Source: an optimization exercise on an open RTL-to-GDS flow (aim: small area, a short achievable clock period and few clock cycles). Production flows keep margins and buffers that such runs may drop.
In this exercise RTL edits were held to simulation tests only and were not proved equivalent to the original.
No activity file was given, so power comes from the tool's default toggle rates.

==> flow/design.v <==
module csa_fa (
    input  a,
    input  b,
    input  c,
    output s,
    output co
);
assign s  = a ^ b ^ c;
assign co = (a & b) | (a & c) | (b & c);
endmodule
module csa_ha (
    input  a,
    input  b,
    output s,
    output co
);
assign s  = a ^ b;
assign co = a & b;
endmodule
module csa_fx (
    input  a,
    input  b,
    input  c,
    output s,
    output co
);
logic x;
assign x  = a ^ b;
assign s  = x ^ c;
assign co = x ? c : a;
endmodule
module sparse_mac_top
#(
    parameter int NUM_DECODERS = 2,
    parameter int VALUE_W = 16,
    parameter int INDEX_W = 16,
    parameter int DECODER_FIFO_DEPTH = 16,
    parameter int ACCUM_W = 32
)
(
    input mac_clk,
    input mac_rst,
    input [NUM_DECODERS-1:0] sram_valid_i,
    output [NUM_DECODERS-1:0] sram_ready_o,
    input [NUM_DECODERS*(1+VALUE_W+INDEX_W)-1:0] sram_data_i,
    output mac_valid_o,
    output [ACCUM_W-1:0] mac_data_o
);
localparam int DATA_W = 1 + VALUE_W + INDEX_W;
logic [INDEX_W-1:0] skip0, skip1;
logic [VALUE_W-1:0] val0, val1;
logic in_done0, in_done1;
assign {in_done0, val0, skip0} = sram_data_i[0 +: DATA_W];
assign {in_done1, val1, skip1} = sram_data_i[DATA_W +: DATA_W];
logic hv0, hv1;               
logic hd0, hd1;               
logic [VALUE_W-1:0] hval0;
logic [VALUE_W-1:0] hval1;
logic [7:0] g_one, g_two, g_neg;    
logic g_top;
logic [INDEX_W:0] diff;       
logic zq;                     
logic mat;                    
logic [31:0] acc_s, acc_c;    
logic [31:0] res;             
logic mq;                     
logic fin, both, d_neg, pop0, pop1, take0, take1;
assign fin   = (hv0 & hd0) | (hv1 & hd1);
assign both  = hv0 & hv1 & ~fin;
assign d_neg = diff[INDEX_W];
assign pop0  = both & ~d_neg;
assign pop1  = both & (d_neg | zq);
assign sram_ready_o[0] = ~fin & (~hv0 | pop0);
assign sram_ready_o[1] = ~fin & (~hv1 | pop1);
assign take0 = sram_valid_i[0] & sram_ready_o[0];
assign take1 = sram_valid_i[1] & sram_ready_o[1];
logic [INDEX_W:0] s1x, s0x, c10, c01, c11, diff_n;
logic [INDEX_W+1:0] c10_w, c11_w;
assign s1x   = {1'b0, skip1};
assign s0x   = {1'b0, skip0};
assign c10_w = {diff, 1'b1} + {s1x, 1'b1};           
assign c10   = c10_w[INDEX_W+1:1];
assign c01   = diff + ~s0x;                           
assign c11_w = {s1x, 1'b1} + {~s0x, 1'b1};           
assign c11   = c11_w[INDEX_W+1:1];
logic t00, t01, t10, t11;
assign t00 = ~take1 & ~take0;
assign t01 = ~take1 &  take0;
assign t10 =  take1 & ~take0;
assign t11 =  take1 &  take0;
assign diff_n = ({(INDEX_W+1){t00}} & diff) | ({(INDEX_W+1){t01}} & c01)
              | ({(INDEX_W+1){t10}} & c10) | ({(INDEX_W+1){t11}} & c11);
logic [INDEX_W:0] diff_m1;
logic z10, z01, z11, zn;
assign diff_m1 = diff - 1'b1;
assign z10 = (s1x == ~diff);
assign z01 = (s0x == diff_m1);
assign z11 = (skip1 == skip0);
assign zn  = (t00 & zq) | (t01 & z01) | (t10 & z10) | (t11 & z11);
logic hv0n, hv1n, hd0n, hd1n, finn, matn;
assign hv0n = take0 | (hv0 & ~pop0);
assign hv1n = take1 | (hv1 & ~pop1);
assign hd0n = take0 ? in_done0 : hd0;
assign hd1n = take1 ? in_done1 : hd1;
assign finn = (hv0n & hd0n) | (hv1n & hd1n);
assign matn = hv0n & hv1n & ~finn & zn;
logic [VALUE_W-1:0] n_val1;
logic [7:0] n_one, n_two, n_neg;
logic n_top;
assign n_val1 = take1 ? val1 : hval1;
always_comb begin
    for (int j = 0; j < 8; j++) begin
        logic hi, mid, lo;
        hi  = n_val1[2*j+1];
        mid = n_val1[2*j];
        lo  = (j == 0) ? 1'b0 : n_val1[2*j-1];
        n_one[j] = mid ^ lo;
        n_two[j] = (hi & ~mid & ~lo) | (~hi & mid & lo);
        n_neg[j] = hi;
    end
end
assign n_top = n_val1[15];
logic [16:0] bpp [8];
logic [15:0] bpp8;
always_comb begin
    for (int j = 0; j < 8; j++)
        for (int i = 0; i < 17; i++)
            bpp[j][i] = ((g_one[j] & ((i < 16) ? hval0[i] : 1'b0))
                       | (g_two[j] & ((i > 0) ? hval0[i-1] : 1'b0))) ^ g_neg[j];
    for (int i = 0; i < 16; i++)
        bpp8[i] = g_top & hval0[i];
end
logic [31:0] tree_s, tree_c;
logic mt_0, mt_1, mt_2, mt_3, mt_4, mt_5, mt_6, mt_7, mt_8, mt_9, mt_10, mt_11;
logic mt_12, mt_13, mt_14, mt_15, mt_16, mt_17, mt_18, mt_19, mt_20, mt_21, mt_22, mt_23;
logic mt_24, mt_25, mt_26, mt_27, mt_28, mt_29, mt_30, mt_31, mt_32, mt_33, mt_34, mt_35;
logic mt_36, mt_37, mt_38, mt_39, mt_40, mt_41, mt_42, mt_43, mt_44, mt_45, mt_46, mt_47;
logic mt_48, mt_49, mt_50, mt_51, mt_52, mt_53, mt_54, mt_55, mt_56, mt_57, mt_58, mt_59;
logic mt_60, mt_61, mt_62, mt_63, mt_64, mt_65, mt_66, mt_67, mt_68, mt_69, mt_70, mt_71;
logic mt_72, mt_73, mt_74, mt_75, mt_76, mt_77, mt_78, mt_79, mt_80, mt_81, mt_82, mt_83;
logic mt_84, mt_85, mt_86, mt_87, mt_88, mt_89, mt_90, mt_91, mt_92, mt_93, mt_94, mt_95;
logic mt_96, mt_97, mt_98, mt_99, mt_100, mt_101, mt_102, mt_103, mt_104, mt_105, mt_106, mt_107;
logic mt_108, mt_109, mt_110, mt_111, mt_112, mt_113, mt_114, mt_115, mt_116, mt_117, mt_118, mt_119;
logic mt_120, mt_121, mt_122, mt_123, mt_124, mt_125, mt_126, mt_127, mt_128, mt_129, mt_130, mt_131;
logic mt_132, mt_133, mt_134, mt_135, mt_136, mt_137, mt_138, mt_139, mt_140, mt_141, mt_142, mt_143;
logic mt_144, mt_145, mt_146, mt_147, mt_148, mt_149, mt_150, mt_151, mt_152, mt_153, mt_154, mt_155;
logic mt_156, mt_157, mt_158, mt_159, mt_160, mt_161, mt_162, mt_163, mt_164, mt_165, mt_166, mt_167;
logic mt_168, mt_169, mt_170, mt_171, mt_172, mt_173, mt_174, mt_175, mt_176, mt_177, mt_178, mt_179;
logic mt_180, mt_181, mt_182, mt_183, mt_184, mt_185, mt_186, mt_187, mt_188, mt_189, mt_190, mt_191;
logic mt_192, mt_193, mt_194, mt_195, mt_196, mt_197, mt_198, mt_199, mt_200, mt_201, mt_202, mt_203;
logic mt_204, mt_205, mt_206, mt_207, mt_208, mt_209, mt_210, mt_211, mt_212, mt_213, mt_214, mt_215;
logic mt_216, mt_217, mt_218, mt_219, mt_220, mt_221, mt_222, mt_223, mt_224, mt_225, mt_226, mt_227;
logic mt_228, mt_229, mt_230, mt_231, mt_232, mt_233, mt_234, mt_235, mt_236, mt_237, mt_238, mt_239;
logic mt_240, mt_241, mt_242, mt_243, mt_244, mt_245, mt_246, mt_247, mt_248, mt_249, mt_250, mt_251;
logic mt_252, mt_253, mt_254, mt_255, mt_256, mt_257, mt_258, mt_259, mt_260, mt_261, mt_262, mt_263;
logic mt_264, mt_265, mt_266, mt_267, mt_268, mt_269, mt_270, mt_271, mt_272, mt_273, mt_274, mt_275;
logic mt_276, mt_277, mt_278, mt_279, mt_280, mt_281, mt_282, mt_283, mt_284, mt_285, mt_286, mt_287;
logic mt_288, mt_289, mt_290, mt_291, mt_292, mt_293, mt_294, mt_295, mt_296, mt_297, mt_298, mt_299;
logic mt_300, mt_301, mt_302, mt_303, mt_304, mt_305, mt_306, mt_307, mt_308, mt_309, mt_310, mt_311;
logic mt_312, mt_313, mt_314, mt_315, mt_316, mt_317, mt_318, mt_319, mt_320, mt_321, mt_322, mt_323;
logic mt_324, mt_325, mt_326, mt_327, mt_328, mt_329, mt_330, mt_331, mt_332, mt_333, mt_334, mt_335;
logic mt_336, mt_337, mt_338, mt_339, mt_340, mt_341, mt_342, mt_343, mt_344, mt_345, mt_346, mt_347;
logic mt_348, mt_349, mt_350, mt_351, mt_352, mt_353, mt_354, mt_355, mt_356, mt_357, mt_358, mt_359;
logic mt_360, mt_361, mt_362, mt_363, mt_364, mt_365, mt_366, mt_367, mt_368, mt_369, mt_370, mt_371;
logic mt_372, mt_373, mt_374, mt_375, mt_376, mt_377, mt_378, mt_379, mt_380, mt_381, mt_382, mt_383;
logic mt_384, mt_385, mt_386, mt_387, mt_388, mt_389, mt_390, mt_391;
csa_ha u_mt_0 (.a(acc_s[12]), .b(acc_c[12]), .s(mt_0), .co(mt_1));
csa_ha u_mt_2 (.a(acc_s[13]), .b(acc_c[13]), .s(mt_2), .co(mt_3));
csa_fa u_mt_4 (.a(acc_s[14]), .b(acc_c[14]), .c(g_neg[7]), .s(mt_4), .co(mt_5));
csa_ha u_mt_6 (.a(bpp[0][14]), .b(bpp[1][12]), .s(mt_6), .co(mt_7));
csa_fx u_mt_8 (.a(acc_s[15]), .b(acc_c[15]), .c(bpp[0][15]), .s(mt_8), .co(mt_9));
csa_ha u_mt_10 (.a(bpp[1][13]), .b(bpp[2][11]), .s(mt_10), .co(mt_11));
csa_fa u_mt_12 (.a(acc_s[16]), .b(acc_c[16]), .c(bpp8[0]), .s(mt_12), .co(mt_13));
csa_fx u_mt_14 (.a(bpp[0][16]), .b(bpp[1][14]), .c(bpp[2][12]), .s(mt_14), .co(mt_15));
csa_fa u_mt_16 (.a(acc_s[17]), .b(acc_c[17]), .c(g_neg[0]), .s(mt_16), .co(mt_17));
csa_fa u_mt_18 (.a(bpp8[1]), .b(bpp[1][15]), .c(bpp[2][13]), .s(mt_18), .co(mt_19));
csa_fa u_mt_20 (.a(acc_s[18]), .b(acc_c[18]), .c(g_neg[0]), .s(mt_20), .co(mt_21));
csa_fa u_mt_22 (.a(bpp8[2]), .b(bpp[1][16]), .c(bpp[2][14]), .s(mt_22), .co(mt_23));
csa_fa u_mt_24 (.a(acc_s[19]), .b(acc_c[19]), .c(~g_neg[0]), .s(mt_24), .co(mt_25));
csa_fx u_mt_26 (.a(~g_neg[1]), .b(bpp8[3]), .c(bpp[2][15]), .s(mt_26), .co(mt_27));
csa_fa u_mt_28 (.a(1'b1), .b(acc_s[20]), .c(acc_c[20]), .s(mt_28), .co(mt_29));
csa_ha u_mt_30 (.a(bpp8[4]), .b(bpp[2][16]), .s(mt_30), .co(mt_31));
csa_fa u_mt_32 (.a(acc_s[21]), .b(acc_c[21]), .c(~g_neg[2]), .s(mt_32), .co(mt_33));
csa_ha u_mt_34 (.a(1'b1), .b(acc_s[22]), .s(mt_34), .co(mt_35));
csa_ha u_mt_36 (.a(acc_s[6]), .b(acc_c[6]), .s(mt_36), .co(mt_37));
csa_ha u_mt_38 (.a(acc_s[7]), .b(acc_c[7]), .s(mt_38), .co(mt_39));
csa_fa u_mt_40 (.a(acc_s[8]), .b(acc_c[8]), .c(g_neg[4]), .s(mt_40), .co(mt_41));
csa_ha u_mt_42 (.a(bpp[0][8]), .b(bpp[1][6]), .s(mt_42), .co(mt_43));
csa_fa u_mt_44 (.a(acc_s[9]), .b(acc_c[9]), .c(bpp[0][9]), .s(mt_44), .co(mt_45));
csa_ha u_mt_46 (.a(bpp[1][7]), .b(bpp[2][5]), .s(mt_46), .co(mt_47));
csa_fa u_mt_48 (.a(acc_s[10]), .b(acc_c[10]), .c(g_neg[5]), .s(mt_48), .co(mt_49));
csa_fa u_mt_50 (.a(bpp[0][10]), .b(bpp[1][8]), .c(bpp[2][6]), .s(mt_50), .co(mt_51));
csa_ha u_mt_52 (.a(bpp[3][4]), .b(bpp[4][2]), .s(mt_52), .co(mt_53));
csa_fa u_mt_54 (.a(acc_s[11]), .b(acc_c[11]), .c(bpp[0][11]), .s(mt_54), .co(mt_55));
csa_fa u_mt_56 (.a(bpp[1][9]), .b(bpp[2][7]), .c(bpp[3][5]), .s(mt_56), .co(mt_57));
csa_ha u_mt_58 (.a(bpp[4][3]), .b(bpp[5][1]), .s(mt_58), .co(mt_59));
csa_fa u_mt_60 (.a(g_neg[6]), .b(mt_0), .c(bpp[0][12]), .s(mt_60), .co(mt_61));
csa_fa u_mt_62 (.a(bpp[1][10]), .b(bpp[2][8]), .c(bpp[3][6]), .s(mt_62), .co(mt_63));
csa_fa u_mt_64 (.a(bpp[4][4]), .b(bpp[5][2]), .c(bpp[6][0]), .s(mt_64), .co(mt_65));
csa_fa u_mt_66 (.a(mt_1), .b(mt_2), .c(bpp[0][13]), .s(mt_66), .co(mt_67));
csa_fa u_mt_68 (.a(bpp[1][11]), .b(bpp[2][9]), .c(bpp[3][7]), .s(mt_68), .co(mt_69));
csa_fa u_mt_70 (.a(bpp[4][5]), .b(bpp[5][3]), .c(bpp[6][1]), .s(mt_70), .co(mt_71));
csa_fa u_mt_72 (.a(mt_3), .b(mt_4), .c(bpp[2][10]), .s(mt_72), .co(mt_73));
csa_fa u_mt_74 (.a(bpp[3][8]), .b(bpp[4][6]), .c(bpp[5][4]), .s(mt_74), .co(mt_75));
csa_fx u_mt_76 (.a(bpp[6][2]), .b(bpp[7][0]), .c(mt_6), .s(mt_76), .co(mt_77));
csa_fa u_mt_78 (.a(mt_5), .b(bpp[3][9]), .c(bpp[4][7]), .s(mt_78), .co(mt_79));
csa_fa u_mt_80 (.a(bpp[5][5]), .b(bpp[6][3]), .c(bpp[7][1]), .s(mt_80), .co(mt_81));
csa_fx u_mt_82 (.a(mt_8), .b(mt_7), .c(mt_10), .s(mt_82), .co(mt_83));
csa_fa u_mt_84 (.a(mt_12), .b(bpp[3][10]), .c(bpp[4][8]), .s(mt_84), .co(mt_85));
csa_fa u_mt_86 (.a(bpp[5][6]), .b(bpp[6][4]), .c(bpp[7][2]), .s(mt_86), .co(mt_87));
csa_fx u_mt_88 (.a(mt_11), .b(mt_9), .c(mt_14), .s(mt_88), .co(mt_89));
csa_fa u_mt_90 (.a(mt_16), .b(bpp[3][11]), .c(bpp[4][9]), .s(mt_90), .co(mt_91));
csa_fa u_mt_92 (.a(bpp[5][7]), .b(bpp[6][5]), .c(bpp[7][3]), .s(mt_92), .co(mt_93));
csa_fx u_mt_94 (.a(mt_13), .b(mt_15), .c(mt_18), .s(mt_94), .co(mt_95));
csa_fa u_mt_96 (.a(mt_20), .b(mt_17), .c(bpp[3][12]), .s(mt_96), .co(mt_97));
csa_fa u_mt_98 (.a(bpp[4][10]), .b(bpp[5][8]), .c(bpp[6][6]), .s(mt_98), .co(mt_99));
csa_fx u_mt_100 (.a(bpp[7][4]), .b(mt_19), .c(mt_22), .s(mt_100), .co(mt_101));
csa_fa u_mt_102 (.a(mt_24), .b(mt_21), .c(bpp[3][13]), .s(mt_102), .co(mt_103));
csa_fa u_mt_104 (.a(bpp[4][11]), .b(bpp[5][9]), .c(bpp[6][7]), .s(mt_104), .co(mt_105));
csa_fx u_mt_106 (.a(bpp[7][5]), .b(mt_26), .c(mt_23), .s(mt_106), .co(mt_107));
csa_fa u_mt_108 (.a(mt_28), .b(mt_25), .c(bpp[3][14]), .s(mt_108), .co(mt_109));
csa_fa u_mt_110 (.a(bpp[4][12]), .b(bpp[5][10]), .c(bpp[6][8]), .s(mt_110), .co(mt_111));
csa_fx u_mt_112 (.a(bpp[7][6]), .b(mt_30), .c(mt_27), .s(mt_112), .co(mt_113));
csa_fa u_mt_114 (.a(mt_29), .b(bpp8[5]), .c(mt_32), .s(mt_114), .co(mt_115));
csa_fa u_mt_116 (.a(bpp[3][15]), .b(bpp[4][13]), .c(bpp[5][11]), .s(mt_116), .co(mt_117));
csa_fx u_mt_118 (.a(bpp[6][9]), .b(bpp[7][7]), .c(mt_31), .s(mt_118), .co(mt_119));
csa_fa u_mt_120 (.a(acc_c[22]), .b(mt_34), .c(bpp8[6]), .s(mt_120), .co(mt_121));
csa_fa u_mt_122 (.a(mt_33), .b(bpp[3][16]), .c(bpp[4][14]), .s(mt_122), .co(mt_123));
csa_fa u_mt_124 (.a(bpp[5][12]), .b(bpp[6][10]), .c(bpp[7][8]), .s(mt_124), .co(mt_125));
csa_fa u_mt_126 (.a(acc_s[23]), .b(acc_c[23]), .c(mt_35), .s(mt_126), .co(mt_127));
csa_fa u_mt_128 (.a(~g_neg[3]), .b(bpp8[7]), .c(bpp[4][15]), .s(mt_128), .co(mt_129));
csa_fa u_mt_130 (.a(bpp[5][13]), .b(bpp[6][11]), .c(bpp[7][9]), .s(mt_130), .co(mt_131));
csa_fa u_mt_132 (.a(1'b1), .b(acc_s[24]), .c(acc_c[24]), .s(mt_132), .co(mt_133));
csa_fa u_mt_134 (.a(bpp8[8]), .b(bpp[4][16]), .c(bpp[5][14]), .s(mt_134), .co(mt_135));
csa_ha u_mt_136 (.a(bpp[6][12]), .b(bpp[7][10]), .s(mt_136), .co(mt_137));
csa_fa u_mt_138 (.a(acc_s[25]), .b(acc_c[25]), .c(~g_neg[4]), .s(mt_138), .co(mt_139));
csa_fa u_mt_140 (.a(bpp8[9]), .b(bpp[5][15]), .c(bpp[6][13]), .s(mt_140), .co(mt_141));
csa_fa u_mt_142 (.a(1'b1), .b(acc_s[26]), .c(acc_c[26]), .s(mt_142), .co(mt_143));
csa_ha u_mt_144 (.a(bpp8[10]), .b(bpp[5][16]), .s(mt_144), .co(mt_145));
csa_fa u_mt_146 (.a(acc_s[27]), .b(acc_c[27]), .c(~g_neg[5]), .s(mt_146), .co(mt_147));
csa_ha u_mt_148 (.a(1'b1), .b(acc_s[28]), .s(mt_148), .co(mt_149));
csa_ha u_mt_150 (.a(acc_s[2]), .b(acc_c[2]), .s(mt_150), .co(mt_151));
csa_ha u_mt_152 (.a(acc_s[3]), .b(acc_c[3]), .s(mt_152), .co(mt_153));
csa_fa u_mt_154 (.a(acc_s[4]), .b(acc_c[4]), .c(g_neg[2]), .s(mt_154), .co(mt_155));
csa_ha u_mt_156 (.a(bpp[0][4]), .b(bpp[1][2]), .s(mt_156), .co(mt_157));
csa_fa u_mt_158 (.a(acc_s[5]), .b(acc_c[5]), .c(bpp[0][5]), .s(mt_158), .co(mt_159));
csa_ha u_mt_160 (.a(bpp[1][3]), .b(bpp[2][1]), .s(mt_160), .co(mt_161));
csa_fa u_mt_162 (.a(g_neg[3]), .b(mt_36), .c(bpp[0][6]), .s(mt_162), .co(mt_163));
csa_fa u_mt_164 (.a(bpp[1][4]), .b(bpp[2][2]), .c(bpp[3][0]), .s(mt_164), .co(mt_165));
csa_fa u_mt_166 (.a(mt_37), .b(mt_38), .c(bpp[0][7]), .s(mt_166), .co(mt_167));
csa_fa u_mt_168 (.a(bpp[1][5]), .b(bpp[2][3]), .c(bpp[3][1]), .s(mt_168), .co(mt_169));
csa_fa u_mt_170 (.a(mt_39), .b(mt_40), .c(bpp[2][4]), .s(mt_170), .co(mt_171));
csa_fa u_mt_172 (.a(bpp[3][2]), .b(bpp[4][0]), .c(mt_42), .s(mt_172), .co(mt_173));
csa_fa u_mt_174 (.a(mt_41), .b(bpp[3][3]), .c(bpp[4][1]), .s(mt_174), .co(mt_175));
csa_fa u_mt_176 (.a(mt_44), .b(mt_43), .c(mt_46), .s(mt_176), .co(mt_177));
csa_fa u_mt_178 (.a(mt_48), .b(bpp[5][0]), .c(mt_47), .s(mt_178), .co(mt_179));
csa_fa u_mt_180 (.a(mt_52), .b(mt_45), .c(mt_50), .s(mt_180), .co(mt_181));
csa_fa u_mt_182 (.a(mt_49), .b(mt_54), .c(mt_53), .s(mt_182), .co(mt_183));
csa_fa u_mt_184 (.a(mt_58), .b(mt_51), .c(mt_56), .s(mt_184), .co(mt_185));
csa_fa u_mt_186 (.a(mt_60), .b(mt_59), .c(mt_55), .s(mt_186), .co(mt_187));
csa_fa u_mt_188 (.a(mt_57), .b(mt_62), .c(mt_64), .s(mt_188), .co(mt_189));
csa_fa u_mt_190 (.a(mt_66), .b(mt_61), .c(mt_63), .s(mt_190), .co(mt_191));
csa_fa u_mt_192 (.a(mt_65), .b(mt_68), .c(mt_70), .s(mt_192), .co(mt_193));
csa_fa u_mt_194 (.a(mt_72), .b(mt_67), .c(mt_69), .s(mt_194), .co(mt_195));
csa_fa u_mt_196 (.a(mt_71), .b(mt_74), .c(mt_76), .s(mt_196), .co(mt_197));
csa_fa u_mt_198 (.a(mt_73), .b(mt_75), .c(mt_78), .s(mt_198), .co(mt_199));
csa_fa u_mt_200 (.a(mt_80), .b(mt_82), .c(mt_77), .s(mt_200), .co(mt_201));
csa_fx u_mt_202 (.a(mt_79), .b(mt_81), .c(mt_84), .s(mt_202), .co(mt_203));
csa_fx u_mt_204 (.a(mt_86), .b(mt_83), .c(mt_88), .s(mt_204), .co(mt_205));
csa_fx u_mt_206 (.a(mt_85), .b(mt_87), .c(mt_90), .s(mt_206), .co(mt_207));
csa_fx u_mt_208 (.a(mt_92), .b(mt_94), .c(mt_89), .s(mt_208), .co(mt_209));
csa_fa u_mt_210 (.a(mt_96), .b(mt_91), .c(mt_93), .s(mt_210), .co(mt_211));
csa_fa u_mt_212 (.a(mt_98), .b(mt_100), .c(mt_95), .s(mt_212), .co(mt_213));
csa_fa u_mt_214 (.a(mt_102), .b(mt_97), .c(mt_99), .s(mt_214), .co(mt_215));
csa_fx u_mt_216 (.a(mt_104), .b(mt_106), .c(mt_101), .s(mt_216), .co(mt_217));
csa_fa u_mt_218 (.a(mt_108), .b(mt_103), .c(mt_105), .s(mt_218), .co(mt_219));
csa_fx u_mt_220 (.a(mt_110), .b(mt_112), .c(mt_107), .s(mt_220), .co(mt_221));
csa_fa u_mt_222 (.a(mt_114), .b(mt_109), .c(mt_111), .s(mt_222), .co(mt_223));
csa_fx u_mt_224 (.a(mt_116), .b(mt_118), .c(mt_113), .s(mt_224), .co(mt_225));
csa_fa u_mt_226 (.a(mt_120), .b(mt_115), .c(mt_117), .s(mt_226), .co(mt_227));
csa_fa u_mt_228 (.a(mt_122), .b(mt_124), .c(mt_119), .s(mt_228), .co(mt_229));
csa_fa u_mt_230 (.a(mt_126), .b(mt_121), .c(mt_128), .s(mt_230), .co(mt_231));
csa_fa u_mt_232 (.a(mt_123), .b(mt_125), .c(mt_130), .s(mt_232), .co(mt_233));
csa_fa u_mt_234 (.a(mt_132), .b(mt_127), .c(mt_136), .s(mt_234), .co(mt_235));
csa_fa u_mt_236 (.a(mt_129), .b(mt_131), .c(mt_134), .s(mt_236), .co(mt_237));
csa_fa u_mt_238 (.a(mt_133), .b(mt_138), .c(bpp[7][11]), .s(mt_238), .co(mt_239));
csa_fa u_mt_240 (.a(mt_137), .b(mt_135), .c(mt_140), .s(mt_240), .co(mt_241));
csa_fa u_mt_242 (.a(mt_142), .b(mt_139), .c(bpp[6][14]), .s(mt_242), .co(mt_243));
csa_fa u_mt_244 (.a(bpp[7][12]), .b(mt_144), .c(mt_141), .s(mt_244), .co(mt_245));
csa_fa u_mt_246 (.a(mt_143), .b(bpp8[11]), .c(mt_146), .s(mt_246), .co(mt_247));
csa_fa u_mt_248 (.a(bpp[6][15]), .b(bpp[7][13]), .c(mt_145), .s(mt_248), .co(mt_249));
csa_fa u_mt_250 (.a(acc_c[28]), .b(mt_148), .c(bpp8[12]), .s(mt_250), .co(mt_251));
csa_fa u_mt_252 (.a(mt_147), .b(bpp[6][16]), .c(bpp[7][14]), .s(mt_252), .co(mt_253));
csa_fa u_mt_254 (.a(acc_s[29]), .b(acc_c[29]), .c(mt_149), .s(mt_254), .co(mt_255));
csa_fa u_mt_256 (.a(~g_neg[6]), .b(bpp8[13]), .c(bpp[7][15]), .s(mt_256), .co(mt_257));
csa_fa u_mt_258 (.a(1'b1), .b(acc_s[30]), .c(acc_c[30]), .s(mt_258), .co(mt_259));
csa_ha u_mt_260 (.a(bpp8[14]), .b(bpp[7][16]), .s(mt_260), .co(mt_261));
csa_fa u_mt_262 (.a(acc_s[31]), .b(acc_c[31]), .c(~g_neg[7]), .s(mt_262), .co(mt_263));
csa_ha u_mt_264 (.a(acc_s[0]), .b(acc_c[0]), .s(mt_264), .co(mt_265));
csa_ha u_mt_266 (.a(acc_s[1]), .b(acc_c[1]), .s(mt_266), .co(mt_267));
csa_fa u_mt_268 (.a(g_neg[1]), .b(mt_150), .c(bpp[0][2]), .s(mt_268), .co(mt_269));
csa_fa u_mt_270 (.a(mt_151), .b(mt_152), .c(bpp[0][3]), .s(mt_270), .co(mt_271));
csa_fa u_mt_272 (.a(mt_153), .b(mt_154), .c(bpp[2][0]), .s(mt_272), .co(mt_273));
csa_fa u_mt_274 (.a(mt_155), .b(mt_158), .c(mt_157), .s(mt_274), .co(mt_275));
csa_fa u_mt_276 (.a(mt_162), .b(mt_161), .c(mt_159), .s(mt_276), .co(mt_277));
csa_fa u_mt_278 (.a(mt_166), .b(mt_163), .c(mt_165), .s(mt_278), .co(mt_279));
csa_fa u_mt_280 (.a(mt_170), .b(mt_167), .c(mt_169), .s(mt_280), .co(mt_281));
csa_fa u_mt_282 (.a(mt_171), .b(mt_174), .c(mt_176), .s(mt_282), .co(mt_283));
csa_fa u_mt_284 (.a(mt_175), .b(mt_178), .c(mt_177), .s(mt_284), .co(mt_285));
csa_fx u_mt_286 (.a(mt_179), .b(mt_182), .c(mt_184), .s(mt_286), .co(mt_287));
csa_fx u_mt_288 (.a(mt_183), .b(mt_186), .c(mt_185), .s(mt_288), .co(mt_289));
csa_fa u_mt_290 (.a(mt_187), .b(mt_190), .c(mt_189), .s(mt_290), .co(mt_291));
csa_fx u_mt_292 (.a(mt_191), .b(mt_194), .c(mt_193), .s(mt_292), .co(mt_293));
csa_fa u_mt_294 (.a(mt_195), .b(mt_198), .c(mt_197), .s(mt_294), .co(mt_295));
csa_fx u_mt_296 (.a(mt_202), .b(mt_199), .c(mt_201), .s(mt_296), .co(mt_297));
csa_fx u_mt_298 (.a(mt_206), .b(mt_203), .c(mt_205), .s(mt_298), .co(mt_299));
csa_fx u_mt_300 (.a(mt_210), .b(mt_207), .c(mt_209), .s(mt_300), .co(mt_301));
csa_fx u_mt_302 (.a(mt_211), .b(mt_214), .c(mt_216), .s(mt_302), .co(mt_303));
csa_fx u_mt_304 (.a(mt_215), .b(mt_218), .c(mt_220), .s(mt_304), .co(mt_305));
csa_fx u_mt_306 (.a(mt_219), .b(mt_222), .c(mt_224), .s(mt_306), .co(mt_307));
csa_fx u_mt_308 (.a(mt_226), .b(mt_223), .c(mt_228), .s(mt_308), .co(mt_309));
csa_fx u_mt_310 (.a(mt_230), .b(mt_227), .c(mt_232), .s(mt_310), .co(mt_311));
csa_fx u_mt_312 (.a(mt_234), .b(mt_231), .c(mt_236), .s(mt_312), .co(mt_313));
csa_fx u_mt_314 (.a(mt_238), .b(mt_235), .c(mt_240), .s(mt_314), .co(mt_315));
csa_fa u_mt_316 (.a(mt_242), .b(mt_239), .c(mt_244), .s(mt_316), .co(mt_317));
csa_fa u_mt_318 (.a(mt_246), .b(mt_243), .c(mt_248), .s(mt_318), .co(mt_319));
csa_fa u_mt_320 (.a(mt_250), .b(mt_247), .c(mt_252), .s(mt_320), .co(mt_321));
csa_fa u_mt_322 (.a(mt_254), .b(mt_251), .c(mt_256), .s(mt_322), .co(mt_323));
csa_fa u_mt_324 (.a(mt_258), .b(mt_255), .c(mt_260), .s(mt_324), .co(mt_325));
csa_fa u_mt_326 (.a(mt_259), .b(bpp8[15]), .c(mt_262), .s(mt_326), .co(mt_327));
csa_ha u_mt_328 (.a(g_neg[0]), .b(mt_264), .s(mt_328), .co(mt_329));
csa_fa u_mt_330 (.a(mt_265), .b(mt_266), .c(bpp[0][1]), .s(mt_330), .co(mt_331));
csa_fa u_mt_332 (.a(mt_267), .b(bpp[1][0]), .c(mt_268), .s(mt_332), .co(mt_333));
csa_fa u_mt_334 (.a(bpp[1][1]), .b(mt_270), .c(mt_269), .s(mt_334), .co(mt_335));
csa_fa u_mt_336 (.a(mt_272), .b(mt_156), .c(mt_271), .s(mt_336), .co(mt_337));
csa_fa u_mt_338 (.a(mt_160), .b(mt_273), .c(mt_274), .s(mt_338), .co(mt_339));
csa_fa u_mt_340 (.a(mt_164), .b(mt_275), .c(mt_276), .s(mt_340), .co(mt_341));
csa_fa u_mt_342 (.a(mt_168), .b(mt_277), .c(mt_278), .s(mt_342), .co(mt_343));
csa_fa u_mt_344 (.a(mt_172), .b(mt_279), .c(mt_280), .s(mt_344), .co(mt_345));
csa_fx u_mt_346 (.a(mt_173), .b(mt_281), .c(mt_282), .s(mt_346), .co(mt_347));
csa_fx u_mt_348 (.a(mt_180), .b(mt_284), .c(mt_283), .s(mt_348), .co(mt_349));
csa_fx u_mt_350 (.a(mt_181), .b(mt_286), .c(mt_285), .s(mt_350), .co(mt_351));
csa_fx u_mt_352 (.a(mt_188), .b(mt_288), .c(mt_287), .s(mt_352), .co(mt_353));
csa_fx u_mt_354 (.a(mt_192), .b(mt_289), .c(mt_290), .s(mt_354), .co(mt_355));
csa_fx u_mt_356 (.a(mt_196), .b(mt_291), .c(mt_292), .s(mt_356), .co(mt_357));
csa_fx u_mt_358 (.a(mt_200), .b(mt_293), .c(mt_294), .s(mt_358), .co(mt_359));
csa_fx u_mt_360 (.a(mt_204), .b(mt_296), .c(mt_295), .s(mt_360), .co(mt_361));
csa_fx u_mt_362 (.a(mt_208), .b(mt_298), .c(mt_297), .s(mt_362), .co(mt_363));
csa_fx u_mt_364 (.a(mt_212), .b(mt_300), .c(mt_299), .s(mt_364), .co(mt_365));
csa_fx u_mt_366 (.a(mt_213), .b(mt_302), .c(mt_301), .s(mt_366), .co(mt_367));
csa_fx u_mt_368 (.a(mt_217), .b(mt_304), .c(mt_303), .s(mt_368), .co(mt_369));
csa_fx u_mt_370 (.a(mt_221), .b(mt_306), .c(mt_305), .s(mt_370), .co(mt_371));
csa_fx u_mt_372 (.a(mt_225), .b(mt_308), .c(mt_307), .s(mt_372), .co(mt_373));
csa_fx u_mt_374 (.a(mt_229), .b(mt_310), .c(mt_309), .s(mt_374), .co(mt_375));
csa_fa u_mt_376 (.a(mt_233), .b(mt_312), .c(mt_311), .s(mt_376), .co(mt_377));
csa_fa u_mt_378 (.a(mt_237), .b(mt_314), .c(mt_313), .s(mt_378), .co(mt_379));
csa_fx u_mt_380 (.a(mt_241), .b(mt_316), .c(mt_315), .s(mt_380), .co(mt_381));
csa_fx u_mt_382 (.a(mt_245), .b(mt_318), .c(mt_317), .s(mt_382), .co(mt_383));
csa_fa u_mt_384 (.a(mt_249), .b(mt_320), .c(mt_319), .s(mt_384), .co(mt_385));
csa_fa u_mt_386 (.a(mt_253), .b(mt_322), .c(mt_321), .s(mt_386), .co(mt_387));
csa_fa u_mt_388 (.a(mt_257), .b(mt_324), .c(mt_323), .s(mt_388), .co(mt_389));
csa_fa u_mt_390 (.a(mt_326), .b(mt_261), .c(mt_325), .s(mt_390), .co(mt_391));
assign tree_s[0] = bpp[0][0];
assign tree_c[0] = mt_328;
assign tree_s[1] = mt_330;
assign tree_c[1] = mt_329;
assign tree_s[2] = mt_332;
assign tree_c[2] = mt_331;
assign tree_s[3] = mt_334;
assign tree_c[3] = mt_333;
assign tree_s[4] = mt_336;
assign tree_c[4] = mt_335;
assign tree_s[5] = mt_338;
assign tree_c[5] = mt_337;
assign tree_s[6] = mt_340;
assign tree_c[6] = mt_339;
assign tree_s[7] = mt_342;
assign tree_c[7] = mt_341;
assign tree_s[8] = mt_344;
assign tree_c[8] = mt_343;
assign tree_s[9] = mt_346;
assign tree_c[9] = mt_345;
assign tree_s[10] = mt_348;
assign tree_c[10] = mt_347;
assign tree_s[11] = mt_350;
assign tree_c[11] = mt_349;
assign tree_s[12] = mt_352;
assign tree_c[12] = mt_351;
assign tree_s[13] = mt_354;
assign tree_c[13] = mt_353;
assign tree_s[14] = mt_356;
assign tree_c[14] = mt_355;
assign tree_s[15] = mt_358;
assign tree_c[15] = mt_357;
assign tree_s[16] = mt_360;
assign tree_c[16] = mt_359;
assign tree_s[17] = mt_362;
assign tree_c[17] = mt_361;
assign tree_s[18] = mt_364;
assign tree_c[18] = mt_363;
assign tree_s[19] = mt_366;
assign tree_c[19] = mt_365;
assign tree_s[20] = mt_368;
assign tree_c[20] = mt_367;
assign tree_s[21] = mt_370;
assign tree_c[21] = mt_369;
assign tree_s[22] = mt_372;
assign tree_c[22] = mt_371;
assign tree_s[23] = mt_374;
assign tree_c[23] = mt_373;
assign tree_s[24] = mt_376;
assign tree_c[24] = mt_375;
assign tree_s[25] = mt_378;
assign tree_c[25] = mt_377;
assign tree_s[26] = mt_380;
assign tree_c[26] = mt_379;
assign tree_s[27] = mt_382;
assign tree_c[27] = mt_381;
assign tree_s[28] = mt_384;
assign tree_c[28] = mt_383;
assign tree_s[29] = mt_386;
assign tree_c[29] = mt_385;
assign tree_s[30] = mt_388;
assign tree_c[30] = mt_387;
assign tree_s[31] = mt_390;
assign tree_c[31] = mt_389;
always_ff @(posedge mac_clk or negedge mac_rst) begin
    if (~mac_rst) begin
        hv0   <= 1'b0;
        hv1   <= 1'b0;
        diff  <= '0;
        zq    <= 1'b1;
        mat   <= 1'b0;
        acc_s <= '0;
        acc_c <= '0;
        mq    <= 1'b0;
        g_one <= '0;
        g_two <= '0;
        g_neg <= '0;
        g_top <= 1'b0;
        hval0 <= '0;
    end else begin
        hv0   <= hv0n;
        hv1   <= hv1n;
        diff  <= diff_n;
        zq    <= zn;
        mat   <= matn;
        acc_s <= tree_s;
        acc_c <= tree_c;
        mq    <= mat;
        g_one <= n_one & {8{matn}};
        g_two <= n_two & {8{matn}};
        g_neg <= n_neg & {8{matn}};
        g_top <= n_top & matn;
        if (take0) hval0 <= val0;
    end
end
function automatic [31:0] bk_add(input [31:0] a, input [31:0] b);
    logic [31:0] g, p, gg, pp;
    g = a & b;
    p = a ^ b;
    gg = g;
    pp = p;
    for (int l = 0; l < 5; l++)
        for (int i = 0; i < 32; i++)
            if (((i + 1) % (2 << l)) == 0) begin
                gg[i] = gg[i] | (pp[i] & gg[i - (1 << l)]);
                pp[i] = pp[i] & pp[i - (1 << l)];
            end
    for (int l = 3; l >= 0; l--)
        for (int i = 0; i < 32; i++)
            if (((i + 1) % (2 << l)) == (1 << l) && i >= (2 << l)) begin
                gg[i] = gg[i] | (pp[i] & gg[i - (1 << l)]);
                pp[i] = pp[i] & pp[i - (1 << l)];
            end
    bk_add = p ^ {gg[30:0], 1'b0};
endfunction
always_ff @(posedge mac_clk) begin
    res <= bk_add(acc_s, acc_c);
    if (take0) hd0 <= in_done0;
    if (take1) begin
        hval1 <= val1;
        hd1   <= in_done1;
    end
end
assign mac_valid_o = fin & ~mq;
assign mac_data_o  = res;
endmodule
==> flow/flow/run.sh <==
#!/bin/bash
set -euo pipefail
export BUFFER_PORTS_ARGS="-buffer_cell sky130_fd_sc_hd__buf_2"
bash standard.sh finish > flow_make.log 2>&1
==> flow/standard.sh <==
#!/bin/bash
# synth_recipe.tcl (not shown) runs the flow's synth.tcl, then flattens the netlist and writes it again
# the make line also repeats each setting of config.mk as NAME=value (left out here)
make -C /OpenROAD-flow-scripts/flow DESIGN_CONFIG=/design/flow/config.mk WORK_HOME=/design/flow/orfs CLKGATE_MAP_FILE= SYNTH_SCRIPT=/design/flow/synth_recipe.tcl "${@:-finish}"
==> flow/config.mk <==
export PLATFORM = sky130hd
export DESIGN_NAME = sparse_mac_top
export DESIGN_NICKNAME = sparse_mac_top
export VERILOG_FILES = /design/flow/design.v
export SDC_FILE = /design/flow/constraint.sdc
export NUM_CORES = 4
export LEC_CHECK = 0
export CAP_MARGIN = 20
export CORE_MARGIN = 2
export CORE_UTILIZATION = 40
export CTS_BUF_LIST = sky130_fd_sc_hd__clkbuf_4 sky130_fd_sc_hd__clkbuf_8
export SETUP_SLACK_MARGIN = 4.05
export SLEW_MARGIN = 20
export SYNTH_HIERARCHICAL = 1
==> flow/constraint.sdc <==
create_clock -name core_clock -period 7.0 [get_ports {mac_clk}]
set_input_delay 1.4000 -clock core_clock [delete_from_list [all_inputs] [get_ports {mac_clk}]]
set_output_delay 1.4000 -clock core_clock [all_outputs]
set_load 0.01 [all_outputs]
==> flow_metrics.env, run 1 <==
export IMPL_status="no timing/DRC/antenna violations"
export IMPL_synth_cells=1579
export IMPL_synth_top_flop_cell="dfrtp_1"
export IMPL_leakage_nw=9.21
export IMPL_power_density_nw_per_um2=292
export IMPL_die_h_um=207
export IMPL_port_buffers=104
export IMPL_use_met1_pct=30.3
export IMPL_holdWs_ns=0.364
export IMPL_drive_gt1_share_pct=35.0
export IMPL_drv_cap=0
export IMPL_finalCritPeriodShare_pct=44.0
export IMPL_maxSlewViolCount=0
export IMPL_initial_core_util_pct=40.5
export IMPL_critical_path_class="register to register"
export IMPL_numCtsBuffers=17
export IMPL_max_stage_delay_ns=0.57
export IMPL_startpoint_type="register"
export IMPL_clock_skew_ns=0.0198
export IMPL_cts_path_max_buffers=2
export IMPL_use_met2_pct=35.1
export IMPL_wl_um=47800
export IMPL_yosysUniqueCellTypes=72
export IMPL_critPathSlowestCell="dfrtp_4"
export IMPL_drtIter0Drc=868
export IMPL_avgSynthCellArea_um2=10.5
export IMPL_fmax_mhz=325
export IMPL_h_tree_depth=4
export IMPL_place_detailed_hpwl_um=32000
export IMPL_rsz0062_at_grt="yes"
export IMPL_grt_max_degree=65
export IMPL_grt_busiest_layer="met2"
export IMPL_layout_cells_non_filler=2318
export IMPL_setup_tns_ns=0
export IMPL_ant_nets=0
export IMPL_first_pass_iters=7
export IMPL_dieArea_um2=43000
export IMPL_worst_pin_slew_ns=0.917
export IMPL_viasPerCell=5.62
export IMPL_tritoncts="built"
export IMPL_clock_latency_ns=0.50
export IMPL_wl_per_cell_um=20.6
export IMPL_root_buffer="clkbuf_8"
export IMPL_end_kind="register"
export IMPL_path_cells="buf_8 -> a22oi_2 -> xnor2_2 -> fa_1 -> fa_2 -> fa_2 -> maj3_2"
export IMPL_route_detailed_drc=0
export IMPL_power_total_mw=6.08
export IMPL_io_pins=105
export IMPL_synth_warnings=9
export IMPL_gr_usage_met3_pct=2.83
export IMPL_placedCellCount=2128
export IMPL_diodes=0
export IMPL_synth_seq_cells=176
export IMPL_core_region_area_um2=40800
export IMPL_hp_class="register to register"
export IMPL_synth_edf_count=0
export IMPL_synthArstFlopShare_pct=71.6
export IMPL_dr_total_vias=13025
export IMPL_cp_max_fo=7
export IMPL_crit_top_cell="fa_2"
export IMPL_grt_pass1_wl_um=74100
export IMPL_routabilityCongestion=0.840
export IMPL_antenna_found_initial=1
export IMPL_cp_required_ns=7.37
export IMPL_post_route_min_period_ns=3.08
export IMPL_place_worst_setup_slack_ns=3.20
export IMPL_slew_headroom_pct=37.1
export IMPL_syn_cell_area_um2=16600
export IMPL_nNetsFinal=2088
export IMPL_rows=74
export IMPL_hold_viol_final=0
export IMPL_cts_sinks=176
export IMPL_finalSetupViolations=0
export IMPL_dieWidth_um=207
export IMPL_critPathArrivalTime_ns=3.45
export IMPL_ys_seq_area_share_pct=25.1
export IMPL_grt_overflow_total=0
export IMPL_ir_drop_mv=0.246
export IMPL_holdBufCountCts=0
export IMPL_setup_slack_ns=3.92
export IMPL_area_growth_pct=25.8
export IMPL_grt_pass1_vias=13181
export IMPL_track_usage_pct=21.9
export IMPL_clk_pin_slew_worst_paths_ns=0.11
## metrics by stage
step,util (%),instance area [µm²]
2_1_floorplan,-,17100
3_3_place_gp,43.6,17800
3_5_place_dp,43.6,17800
4_1_cts,48.2,19700
5_1_grt,51.0,20800
6_report,51.0,20800
## logic make-up (layout without fill, tap and decap cells)
family | after synthesis | after routing | synth area share (%)
AOI/OAI and AO/OA | 343 | 343 | 14.4
and+or+nand+nor | 319 | 321 | 9.58
adders and majority gates | 293 | 293 | 27.9
xor gates and xnor gates | 245 | 245 | 17.3
buffers and inverters | 178 | 378 | 4.19
DFF | 176 | 176 | 25.1
muxes | 24 | 24 | 1.47
other | 1 | 6 | 0.0227
## critical path: cells and delay by family (launching register included)
kind / cells / cell delay [ns]
xor+xnor: 1 / 0.10
compound gates: 1 / 0.19
fa+ha+maj: 4 / 1.90
buf+inv: 1 / 0.17
flops: 1 / 0.57
## per-module statistics from Yosys, one instance, submodules excluded
module | cells inside | cell area (µm²)
sparse_mac_top | 1335 | 12100
csa_fx | 2 | 33.8
csa_fa | 1 | 20.0
csa_ha | 1 | 12.5
## cell type report
cell class	count	area, µm²
fillers	3597	20000
flip-flops and latches	176	4270
inverters	76	332
multi-input cells	1232	13000
repair buffers	270	2170
clock buffers	17	234
clock inverters	15	169
well taps	532	666
## what timing repair did
action                     4_1_cts  5_1_grt
cloned                           4        3
resized for setup              181      149
buffers inserted                99       52
setup endpoints to repair       95       86
pin swaps                       93      123
## path summary, 6_finish.rpt
path / startpoint / endpoint / slack (ns) / depth (start not counted)
hold / removal: mat / mq / 0.36 / 0
max in group asynchronous: mac_rst / g_two[0] / 4.68 / 2
min in group asynchronous: mac_rst / acc_c[5] / 0.88 / 1
setup reg to reg: hval0[9] / acc_c[16] / 3.92 / 7
hold reg to reg: mat / mq / 0.36 / 0
setup / recovery: hval0[9] / acc_c[16] / 3.92 / 7
## synth_stat cells (all sizes together), types with 10 or more instances
cell type,instances,share of area (%)
a211oi,18,0.85
a21o,21,0.95
a21oi,65,2.1
a22oi,121,5.5
a31oi,16,0.60
and2,22,0.83
buf,24,0.70
clkbuf,78,1.8
dfrtp,125,19
dfxtp,50,6.0
fa,144,17
ha,101,7.6
inv,76,1.7
maj3,48,2.9
mux2i,22,1.3
nand2,131,3.0
nand2b,17,0.64
nand3,23,0.77
nand4,11,0.42
nor2,49,1.3
nor2b,10,0.38
nor3,20,0.60
o211ai,11,0.50
o21a,12,0.54
o21ai,40,1.2
xnor2,176,9.3
xor2,21,1.1
xor3,48,6.9
## flip-flops by register name, indices dropped and copies added (netlist names), 8 cells and up
register,count
hval0,16
g_two,8
acc_c,32
res,32
g_neg,8
diff,17
acc_s,32
hval1,16
g_one,8
## cell usage in the layout, fill, tap and decap left out, types with 13 or more instances in the layout
cell	count
a21oi_1	41
o21ai_0	21
nand3_1	21
nand2_1	131
nand2b_1	16
dfrtp_1	76
a21o_1	20
a21oi_2	21
buf_6	21
xor3_1	47
xnor2_1	162
a22oi_2	34
inv_1	60
fa_1	107
xor2_1	21
maj3_1	16
a22oi_1	87
dfrtp_4	19
and2_1	20
dfrtp_2	30
buf_2	94
buf_4	133
buf_12	13
maj3_2	32
dfxtp_1	49
mux2i_1	22
ha_4	28
nor3_1	18
ha_1	69
clkbuf_8	17
fa_2	37
nor2_1	34
## metal layers
layer  vias to the layer above  share of wire, %
li1                       5904                 -
met1                      6556                44
met2                       460                47
met3                       105               5.5
met4                         0               3.4
met5                         -                 0
## power by group
part           leakage [nW]  internal [mW]  switching [mW]
Clock                 0.202          0.299           0.442
Combinational          7.01           1.71            1.85
Sequential             2.00           1.31           0.470
Total                  9.21           3.32            2.76
Testbench counts, summed over its fixed seeds: cycles 7,526.
==> run 2: changes to the inputs <==
--- a/flow/config.mk
+++ b/flow/config.mk
@@ -9,6 +9,6 @@
 export CORE_MARGIN = 2
 export CORE_UTILIZATION = 40
 export CTS_BUF_LIST = sky130_fd_sc_hd__clkbuf_4 sky130_fd_sc_hd__clkbuf_8
-export SETUP_SLACK_MARGIN = 4.05
+export SETUP_SLACK_MARGIN = 3.7
 export SLEW_MARGIN = 20
 export SYNTH_HIERARCHICAL = 1
==> run 2 against run 1 <==
Still clean; setup slack worse by 0.19 ns; combinational power down 23%; cell area down 12%; global-route usage down 1.2 points; via count down 5.9%; worst hold slack better by 0.017 ns; largest cell class unchanged.
==> flow_metrics.env, run 2 <==
export IMPL_status="no timing/DRC/antenna violations"
export IMPL_syn_cell_area_um2=16600
export IMPL_critPathSlowestCell="dfrtp_1"
export IMPL_finalCritPeriodShare_pct=46.7
export IMPL_synthArstFlopShare_pct=71.6
export IMPL_yosysTopAreaCell="dfrtp_1"
export IMPL_holdWs_ns=0.382
export IMPL_antenna_found_initial=4
export IMPL_yosysUniqueCellTypes=72
export IMPL_hp_class="register to register"
export IMPL_avgSynthCellArea_um2=10.5
export IMPL_seqPwrFrac_pct=33.6
export IMPL_power_density_nw_per_um2=288
export IMPL_grt_pass1_wl_um=69900
export IMPL_h_tree_depth=4
export IMPL_cts_path_max_buffers=2
export IMPL_first_pass_iters=5
export IMPL_rows=74
export IMPL_clkPwrFrac_pct=14.5
export IMPL_clock_latency_ns=0.52
export IMPL_ys_seq_area_share_pct=25.1
export IMPL_synth_cells=1579
export IMPL_port_buffers=104
export IMPL_place_worst_setup_slack_ns=3.24
export IMPL_root_buffer="clkbuf_8"
export IMPL_leakage_nw=8.36
export IMPL_setup_slack_ns=3.73
export IMPL_cp_required_ns=7.38
export IMPL_comb_power_share_pct=51.9
export IMPL_grt_max_degree=72
export IMPL_timing_rr_end="acc_s[15]"
export IMPL_swShare_pct=45.4
export IMPL_dieArea_um2=43000
export IMPL_viasPerCell=5.58
export IMPL_yosysMostFrequentCell="xnor2_1"
export IMPL_cts_sinks=176
export IMPL_initial_core_util_pct=40.5
export IMPL_r2r_cells=6
export IMPL_layout_common_cells="xnor2_1, fa_1, nand2_1"
export IMPL_area_growth_pct=11.1
export IMPL_place_detailed_hpwl_um=32100
export IMPL_max_stage_delay_ns=0.83
export IMPL_grt_overflow_total=0
export IMPL_numCtsBuffers=17
export IMPL_slew_headroom_pct=34.0
export IMPL_routabilityCongestion=0.921
export IMPL_wl_um=44200
export IMPL_core_region_area_um2=40800
export IMPL_fmax_mhz=306
export IMPL_startpoint_type="register"
export IMPL_switching_power_mw=2.40
export IMPL_crit_top_cell="fa_1"
export IMPL_hold_viol_final=0
export IMPL_holdBufCountCts=0
export IMPL_wl_per_cell_um=20.1
export IMPL_nNetsFinal=1964
export IMPL_end_kind="register"
export IMPL_drive_gt1_share_pct=16.8
export IMPL_cp_max_fo=18
export IMPL_crit_path_start="hval0[1]"
export IMPL_drv_cap=0
export IMPL_top_regs="acc_c: 32 flops, acc_s: 32 flops, res: 32 flops"
export IMPL_dieWidth_um=207
export IMPL_clk_pin_slew_worst_paths_ns=0.11
export IMPL_dr_total_vias=12257
export IMPL_worst_pin_slew_ns=0.990
export IMPL_track_usage_pct=20.7
export IMPL_ant_nets=0
export IMPL_tritoncts="built"
export IMPL_critical_path_class="register to register"
export IMPL_final_common_cell="xnor2_1"
export IMPL_drtIter0Drc=913
export IMPL_route_detailed_drc=0
export IMPL_synthTopCellsByCount="xnor2_1, fa_1, nand2_1"
export IMPL_post_route_min_period_ns=3.27
export IMPL_path_cells="a22oi_1 -> xnor2_1 -> fa_1 -> fa_1 -> maj3_1 -> xor3_1"
export IMPL_ir_drop_mv=0.320
export IMPL_io_pins=105
export IMPL_rrSetupSlack_ns=3.73
export IMPL_synth_edf_count=0
export IMPL_clock_skew_ns=0.0192
export IMPL_die_h_um=207
export IMPL_synth_area_leaders="dfrtp_1, fa_1, xnor2_1, ha_1, xor3_1"
export IMPL_critPathArrivalTime_ns=3.65
export IMPL_finalSetupViolations=0
export IMPL_r2r_start="hval0[1]"
export IMPL_p_int_mw=2.89
export IMPL_crit_end="acc_s[15]"
export IMPL_grt_pass1_vias=12628
export IMPL_synth_seq_cells=176
export IMPL_synth_warnings=9
export IMPL_synth_top_flop_cell="dfrtp_1"
export IMPL_setup_tns_ns=0
export IMPL_maxSlewViolCount=0
export IMPL_synth_top_area_share_pct=18.9
export IMPL_rsz0062_at_grt="yes"
==> run 2: power groups by stage <==
stage / registers [mW] / clock network, mW / logic, mW
2_1_floorplan: 1.47 / 0 / 2.17
3_3_place_gp: 1.82 / 0 / 2.53
3_5_place_dp: 1.82 / 0 / 2.59
4_1_cts: 1.79 / 0.800 / 2.63
5_1_grt: 1.81 / 0.835 / 3.07
6_report: 1.78 / 0.768 / 2.75
==> run 2: worst min-delay path by stage <==
stage / from / end / slack (ns) / depth (start not counted)
6_report: mat / mq / 0.38 / 0
5_1_grt: mat / mq / 0.40 / 0
4_1_cts: mat / mq / 0.38 / 0
3_5_place_dp: mat / mq / 0.35 / 0
3_3_place_gp: mat / mq / 0.34 / 0
2_1_floorplan: mat / mq / 0.33 / 0
==> run 2: logic make-up (layout without fill, tap and decap cells) <==
| family | count (synthesis) | count (layout) | share of synthesized area, % |
|---|---|---|---|
| flip-flops | 176 | 176 | 25.1 |
| AND/OR/NAND/NOR | 319 | 320 | 9.58 |
| XOR/XNOR | 245 | 245 | 17.3 |
| buffers and inverters | 178 | 255 | 4.19 |
| other | 1 | 7 | 0.0227 |
| adder cells (fa/ha/maj) | 293 | 293 | 27.9 |
| multiplexers | 24 | 24 | 1.47 |
| AO/OA/AOI/OAI | 343 | 343 | 14.4 |
==> run 2: per-layer routing <==
metal  GRT usage (%)  wire length (µm)  vias to the layer above
met1            28.9             20100                     6142
met3            3.99              2880                       66
met5               0                46                        -
met2            32.5             20300                      401
met4            6.87               946                        6
li1                -                 -                     5642
==> run 2: per-stage QoR <==
step | std cells | cell area [µm²] | total power, mW | util, %
2_1_floorplan | 1584 | 16700 | 3.65 | -
3_3_place_gp | 2129 | 17500 | 4.35 | 42.9
3_5_place_dp | 2129 | 17500 | 4.41 | 42.9
4_1_cts | 2164 | 18000 | 5.22 | 44.2
5_1_grt | 2194 | 18400 | 5.72 | 45.1
6_report | 2195 | 18400 | 5.30 | 45.1
==> run 2: cell type report <==
| class | count | area (µm²) |
|---|---|---|
| fill | 3888 | 22400 |
| multi-input combinational | 1231 | 11900 |
| sequential | 176 | 4220 |
| timing repair buffer | 147 | 887 |
| tap | 532 | 666 |
| inverter | 76 | 290 |
| clock buffer | 19 | 262 |
| clock inverter | 13 | 150 |
| antenna | 1 | 2.50 |
==> run 2: repair_timing <==
action                     in CTS  in global routing
buffers inserted                3                 29
pin swaps                       4                 12
cloned                          0                  1
setup endpoints to repair      26                 63
gates resized for setup        27                 41
==> run 2: critical path, delay by kind of cell (launching register included) <==
kind	cells	cell delay [ns]
xor+xnor	2	0.70
flops	1	0.83
compound gates	1	0.22
fa+ha+maj	3	1.38
==> run 2: Yosys stat by module (local to each module, per instance) <==
| module | cell area (µm²) | copies in the design | flops+latches |
|---|---|---|---|
| csa_fx | 33.8 | 48 | 0 |
| csa_fa | 20.0 | 125 | 0 |
| csa_ha | 12.5 | 23 | 0 |
| sparse_mac_top | 12100 | 1 | 176 |
==> run 3: changes to the inputs <==
--- a/flow/config.mk
+++ b/flow/config.mk
@@ -9,6 +9,6 @@
 export CORE_MARGIN = 2
 export CORE_UTILIZATION = 40
 export CTS_BUF_LIST = sky130_fd_sc_hd__clkbuf_4 sky130_fd_sc_hd__clkbuf_8
-export SETUP_SLACK_MARGIN = 3.7
+export SETUP_SLACK_MARGIN = 3.82
 export SLEW_MARGIN = 20
 export SYNTH_HIERARCHICAL = 1
==> run 3 against run 2 <==
Sequential power about the same; worst hold slack got worse by 0.0061 ns; final cell count increased by 0.64%; clock-buffer cell count up 1; cell area up 2.6%; synthesized area unchanged; largest cell class unchanged.
==> flow_metrics.env, run 3 <==
export IMPL_routabilityCongestion=0.918
export IMPL_track_usage_pct=21.2
export IMPL_hold_viol_final=0
export IMPL_ant_nets=0
export IMPL_grt_max_degree=73
export IMPL_drv_cap=0
export IMPL_rsz0062_at_grt="yes"
export IMPL_yosysTopAreaCell="dfrtp_1"
export IMPL_final_common_cell="xnor2_1"
export IMPL_fin_area_um2=18900
export IMPL_finalSetupViolations=0
export IMPL_initial_core_util_pct=40.5
export IMPL_worst_pin_slew_ns=1.01
export IMPL_viasPerCell=5.57
export IMPL_max_stage_delay_ns=0.49
export IMPL_clock_skew_ns=0.0240
export IMPL_synth_top_area_share_pct=18.9
export IMPL_status="no timing/DRC/antenna violations"
export IMPL_synth_seq_cells=176
export IMPL_syn_cell_area_um2=16600
export IMPL_dieWidth_um=207
export IMPL_cp_max_fo=13
export IMPL_synth_warnings=9
export IMPL_tritoncts="built"
export IMPL_io_pins=105
export IMPL_place_detailed_hpwl_um=31900
export IMPL_fmax_mhz=313
export IMPL_grt_overflow_total=0
export IMPL_leakage_nw=8.48
export IMPL_top_regs="acc_c: 32 flops, acc_s: 32 flops, res: 32 flops"
export IMPL_cts_sinks=176
export IMPL_critical_path_top_delay_family="adder cells"
export IMPL_core_region_area_um2=40800
export IMPL_setup_tns_ns=0
export IMPL_synth_top_flop_cell="dfrtp_1"
export IMPL_rows=74
export IMPL_root_buffer="clkbuf_8"
export IMPL_hp_class="register to register"
export IMPL_drive_gt1_share_pct=21.2
export IMPL_port_buffers=104
export IMPL_yosysMostFrequentCell="xnor2_1"
export IMPL_holdBufCountCts=0
export IMPL_power_density_nw_per_um2=284
export IMPL_ys_seq_area_share_pct=25.1
export IMPL_synth_area_leaders="dfrtp_1, fa_1, xnor2_1, ha_1, xor3_1"
export IMPL_numCtsBuffers=17
export IMPL_dr_total_vias=12295
export IMPL_ir_drop_mv=0.254
export IMPL_place_area_um2=17700
export IMPL_slew_headroom_pct=32.9
export IMPL_avgSynthCellArea_um2=10.5
export IMPL_cp_buffers_inverters=2
export IMPL_critPathSlowestCell="dfrtp_4"
export IMPL_wl_um=44100
export IMPL_finalCritPeriodShare_pct=45.6
export IMPL_cts_path_max_buffers=2
export IMPL_synth_edf_count=0
export IMPL_layout_common_cells="xnor2_1, fa_1, nand2_1"
export IMPL_end_kind="register"
export IMPL_area_growth_pct=14.0
export IMPL_path_cells="buf_6 -> a22oi_1 -> xnor2_1 -> buf_4 -> maj3_1 -> xor3_1 -> maj3_2 -> maj3_1 -> maj3_1"
export IMPL_critical_path_class="register to register"
export IMPL_nNetsFinal=1979
export IMPL_critPathArrivalTime_ns=3.58
export IMPL_startpoint_type="register"
export IMPL_post_route_min_period_ns=3.19
export IMPL_h_tree_depth=4
export IMPL_dieArea_um2=43000
export IMPL_grt_pass1_wl_um=71800
export IMPL_yosysUniqueCellTypes=72
export IMPL_synth_cells=1579
export IMPL_diodes=0
export IMPL_wl_per_cell_um=20.0
export IMPL_crit_top_cell="maj3_1"
export IMPL_grt_pass1_vias=12877
export IMPL_route_detailed_drc=0
export IMPL_synthArstFlopShare_pct=71.6
export IMPL_antenna_found_initial=1
export IMPL_first_pass_iters=5
export IMPL_clock_latency_ns=0.52
export IMPL_drtIter0Drc=887
export IMPL_clk_pin_slew_worst_paths_ns=0.11
export IMPL_die_h_um=207
export IMPL_cp_required_ns=7.39
export IMPL_maxSlewViolCount=0
export IMPL_synthTopCellsByCount="xnor2_1, fa_1, nand2_1"
-- run 3: cell counts after synthesis --
No cell type changed its count.
-- run 3: repair_timing --
action	in CTS	in global routing
pin swaps	20	36
gates cloned	3	0
endpoints found under the setup margin	67	60
resized for setup	67	59
buffers inserted	24	20
-- run 3: logic make-up after synthesis --
kind of cell / Yosys count / share of synthesized area [%]
DFF: 176 / 25.1
other: 1 / 0.0227
buffers and inverters: 178 / 4.19
and+or+nand+nor: 319 / 9.58
adders and majority gates: 293 / 27.9
muxes: 24 / 1.47
xor gates and xnor gates: 245 / 17.3
AOI/OAI and AO/OA: 343 / 14.4
-- run 3: where the power goes --
part	internal, mW	switching [mW]	total, mW
combinational	1.31	1.54	2.85
clock	0.300	0.413	0.713
sequential	1.30	0.488	1.79
-- run 3: path summary, 6_finish.rpt --
check / startpoint / endpoint / slack, ns / depth (start not counted)
max: g_one[2] / acc_c[20] / 3.81 / 9
min: mat / mq / 0.38 / 0
max reg2reg: g_one[2] / acc_c[20] / 3.81 / 9
min reg2reg: mat / mq / 0.38 / 0
max in group asynchronous: mac_rst / g_two[2] / 4.67 / 2
min in group asynchronous: mac_rst / acc_c[12] / 0.82 / 1
-- run 3: area by class of cell --
type,count,area (µm²)
Fill cell,3782,22000
Clock buffer,20,263
Clock inverter,12,113
Timing Repair Buffer,162,1080
Sequential cell,176,4240
Inverter,76,317
Tap cell,532,666
Multi-Input combinational cell,1231,12200
-- run 3: through the flow --
stage	instances	utilization (%)	setup WS, ns	hold WS (ns)	total power [mW]
CTS	2189	45.4	3.78	0.381	5.30
finish	2209	46.2	3.81	0.376	5.35
global placement	2130	43.4	3.32	0.342	4.41
global route	2209	46.2	3.73	0.394	5.79
floorplan	1584	-	3.71	0.331	3.71
detailed placement	2130	43.4	3.26	0.336	4.47
-- run 3: modules after synthesis, one instance, submodules excluded --
module          cells  flops+latches
csa_fa              1              0
csa_fx              2              0
csa_ha              1              0
sparse_mac_top   1335            176
-- run 3: worst register-to-register path: stages, from the launching register on --
cell	delay, ns
dfrtp_4	0.49
buf_6	0.16
a22oi_1	0.22
xnor2_1	0.13
buf_4	0.15
maj3_1	0.37
xor3_1	0.40
maj3_2	0.36
maj3_1	0.40
maj3_1	0.37
-- run 3: per-layer routing --
metal | wire (µm) | part of all wire [%] | up-vias | GRT usage (%)
li1 | - | - | 5657 | -
met4 | 797 | 1.8 | 2 | 5.76
met5 | 13 | 0.029 | - | 0
met3 | 2670 | 6.1 | 58 | 4.11
met1 | 20300 | 46 | 6195 | 29.8
met2 | 20300 | 46 | 383 | 33.3
==> run 4: changes to the inputs <==
--- a/flow/config.mk
+++ b/flow/config.mk
@@ -9,6 +9,6 @@
 export CORE_MARGIN = 2
 export CORE_UTILIZATION = 40
 export CTS_BUF_LIST = sky130_fd_sc_hd__clkbuf_4 sky130_fd_sc_hd__clkbuf_8
-export SETUP_SLACK_MARGIN = 3.82
+export SETUP_SLACK_MARGIN = 3.75
 export SLEW_MARGIN = 20
 export SYNTH_HIERARCHICAL = 1
==> run 4 against run 3 <==
Still clean on timing, DRC and antenna; via count decreased by 0.20%; core utilization decreased by 0.61 points; synthesized area unchanged; sequential cell count unchanged; clock power increased by 8.1%; critical path type unchanged; critical endpoint is now acc_c[21].
==> flow_metrics.env, run 4 <==
export IMPL_status="no timing/DRC/antenna violations"
export IMPL_synth_top_area_share_pct=18.9
export IMPL_tritoncts="built"
export IMPL_place_detailed_hpwl_um=31900
export IMPL_setup_tns_ns=0
export IMPL_root_buffer="clkbuf_8"
export IMPL_track_usage_pct=20.5
export IMPL_drive_gt1_share_pct=18.6
export IMPL_clock_latency_ns=0.51
export IMPL_fill_cells=3809
export IMPL_ir_drop_mv=0.313
export IMPL_layout_common_cells="xnor2_1, fa_1, nand2_1"
export IMPL_clkPwrFrac_pct=14.4
export IMPL_syn_cell_area_um2=16600
export IMPL_synth_cells=1579
export IMPL_grt_pass1_vias=12501
export IMPL_yosysMostFrequentCell="xnor2_1"
export IMPL_avgSynthCellArea_um2=10.5
export IMPL_fmax_mhz=313
export IMPL_placedCellCount=2129
export IMPL_io_pins=105
export IMPL_comb_power_share_pct=52.8
export IMPL_cp_required_ns=7.39
export IMPL_layout_cells_non_filler=2204
export IMPL_routabilityCongestion=0.918
export IMPL_rsz0062_at_grt="yes"
export IMPL_hold_viol_final=0
export IMPL_top_regs="acc_c: 32 flops, acc_s: 32 flops, res: 32 flops"
export IMPL_viasPerCell=5.57
export IMPL_synthTopCellsByCount="xnor2_1, fa_1, nand2_1"
export IMPL_dieWidth_um=207
export IMPL_h_tree_depth=4
export IMPL_synthArstFlopShare_pct=71.6
export IMPL_wl_um=44000
export IMPL_hp_class="register to register"
export IMPL_slew_headroom_pct=36.1
export IMPL_maxSlewViolCount=0
export IMPL_yosysTopAreaCell="dfrtp_1"
export IMPL_initial_core_util_pct=40.5
export IMPL_synth_top_flop_cell="dfrtp_1"
export IMPL_core_region_area_um2=40800
export IMPL_antenna_found_initial=4
export IMPL_synth_edf_count=0
export IMPL_swShare_pct=45.0
export IMPL_cp_max_fo=18
export IMPL_nNetsFinal=1973
export IMPL_clock_skew_ns=0.0156
export IMPL_holdWs_ns=0.372
export IMPL_rows=74
export IMPL_startpoint_type="register"
export IMPL_synth_seq_cells=176
export IMPL_dr_total_vias=12271
export IMPL_area_growth_pct=12.5
export IMPL_post_route_min_period_ns=3.19
export IMPL_wl_per_cell_um=20.0
export IMPL_die_h_um=207
export IMPL_cts_sinks=176
export IMPL_worst_pin_slew_ns=0.931
export IMPL_drtIter0Drc=822
export IMPL_grt_max_degree=70
export IMPL_finalSetupViolations=0
export IMPL_finalCritPeriodShare_pct=45.6
export IMPL_grt_pass1_wl_um=69700
export IMPL_final_util_pct=45.6
export IMPL_switching_power_mw=2.41
export IMPL_numCtsBuffers=17
export IMPL_seqPwrFrac_pct=32.8
export IMPL_port_buffers=104
export IMPL_end_kind="register"
export IMPL_route_detailed_drc=0
export IMPL_first_pass_iters=5
-- run 4: modules after synthesis (local to each module, per instance) --
module,cells inside,flip-flops and latches,copies in the design
sparse_mac_top,1335,176,1
csa_fx,2,0,48
csa_fa,1,0,125
csa_ha,1,0,23
-- run 4: repair_timing --
action | CTS | global route
gates resized for setup | 32 | 63
hold buffers | 0 | 0
endpoints found under the hold margin | 0 | 0
buffers inserted | 9 | 32
setup endpoints to repair | 38 | 64
pin swaps | 5 | 21
gates cloned | 0 | 1
-- run 4: area by class of cell --
cell class / count / area (µm²) / area share (%)
timing repair buffer: 156 / 981 / 5.27
inverter: 76 / 298 / 1.60
antenna: 1 / 2.50 / 0.0134
clock buffer: 22 / 290 / 1.56
multi-input combinational: 1231 / 12000 / 64.6
sequential: 176 / 4230 / 22.7
tap: 532 / 666 / 3.57
clock inverter: 10 / 125 / 0.672
-- run 4: worst paths after layout --
path	startpoint	end	slack [ns]	cells after the start
min in group asynchronous	mac_rst	acc_s[6]	0.84	1
min reg2reg	mat	mq	0.37	0
max in group asynchronous	mac_rst	hval0[12]	4.72	2
max reg2reg	hval0[3]	acc_c[21]	3.81	6
max	hval0[3]	acc_c[21]	3.81	6
min	mat	mq	0.37	0
-- run 4: metrics by stage --
step	total power, mW	setup WS (ns)	cell area [µm²]
finish	5.36	3.81	18600
global route	5.78	3.68	18600
global placement	4.37	3.31	17600
CTS	5.26	3.74	18100
detailed placement	4.42	3.28	17600
floorplan	3.67	3.71	16700
-- run 4: critical path, cell delays in order (launching register included) --
cell     delay [ns]
dfrtp_2        0.62
and2_1         0.21
xor3_1         0.42
xor3_1         0.50
xor3_1         0.53
maj3_1         0.42
maj3_1         0.36
-- run 4: routing by layer --
| metal | GRT usage (%) | share of wire, % |
|---|---|---|
| met5 | 0 | 0.098 |
| met4 | 6.26 | 1.8 |
| met3 | 4.08 | 6.7 |
| met2 | 32.6 | 46 |
| met1 | 28.3 | 45 |
-- run 4: power by group through the flow --
stage / combinational [mW] / sequential (mW) / clock (mW)
after floorplan: 2.19 / 1.48 / 0
after global placement: 2.56 / 1.81 / 0
after detailed placement: 2.61 / 1.81 / 0
after CTS: 2.69 / 1.77 / 0.796
after global routing: 3.14 / 1.80 / 0.834
final: 2.83 / 1.76 / 0.771
-- run 4: cell families (layout without fill, tap and decap cells) --
family	count (synthesis)	in the layout	share of synthesized area, %
AOI/OAI and AO/OA	343	343	14.4
and+or+nand+nor	319	320	9.58
adders and majority gates	293	293	27.9
xor gates and xnor gates	245	245	17.3
buffers and inverters	178	264	4.19
DFF	176	176	25.1
muxes	24	24	1.47
other	1	7	0.0227

Check on run 4: ideal ports give 3.807 ns setup slack; a clkbuf_16 on the clock port and buf_2 on the inputs give 3.781 ns; moving port delays by the midpoint clock arrival (0.554 ns) as well gives 3.293 ns.
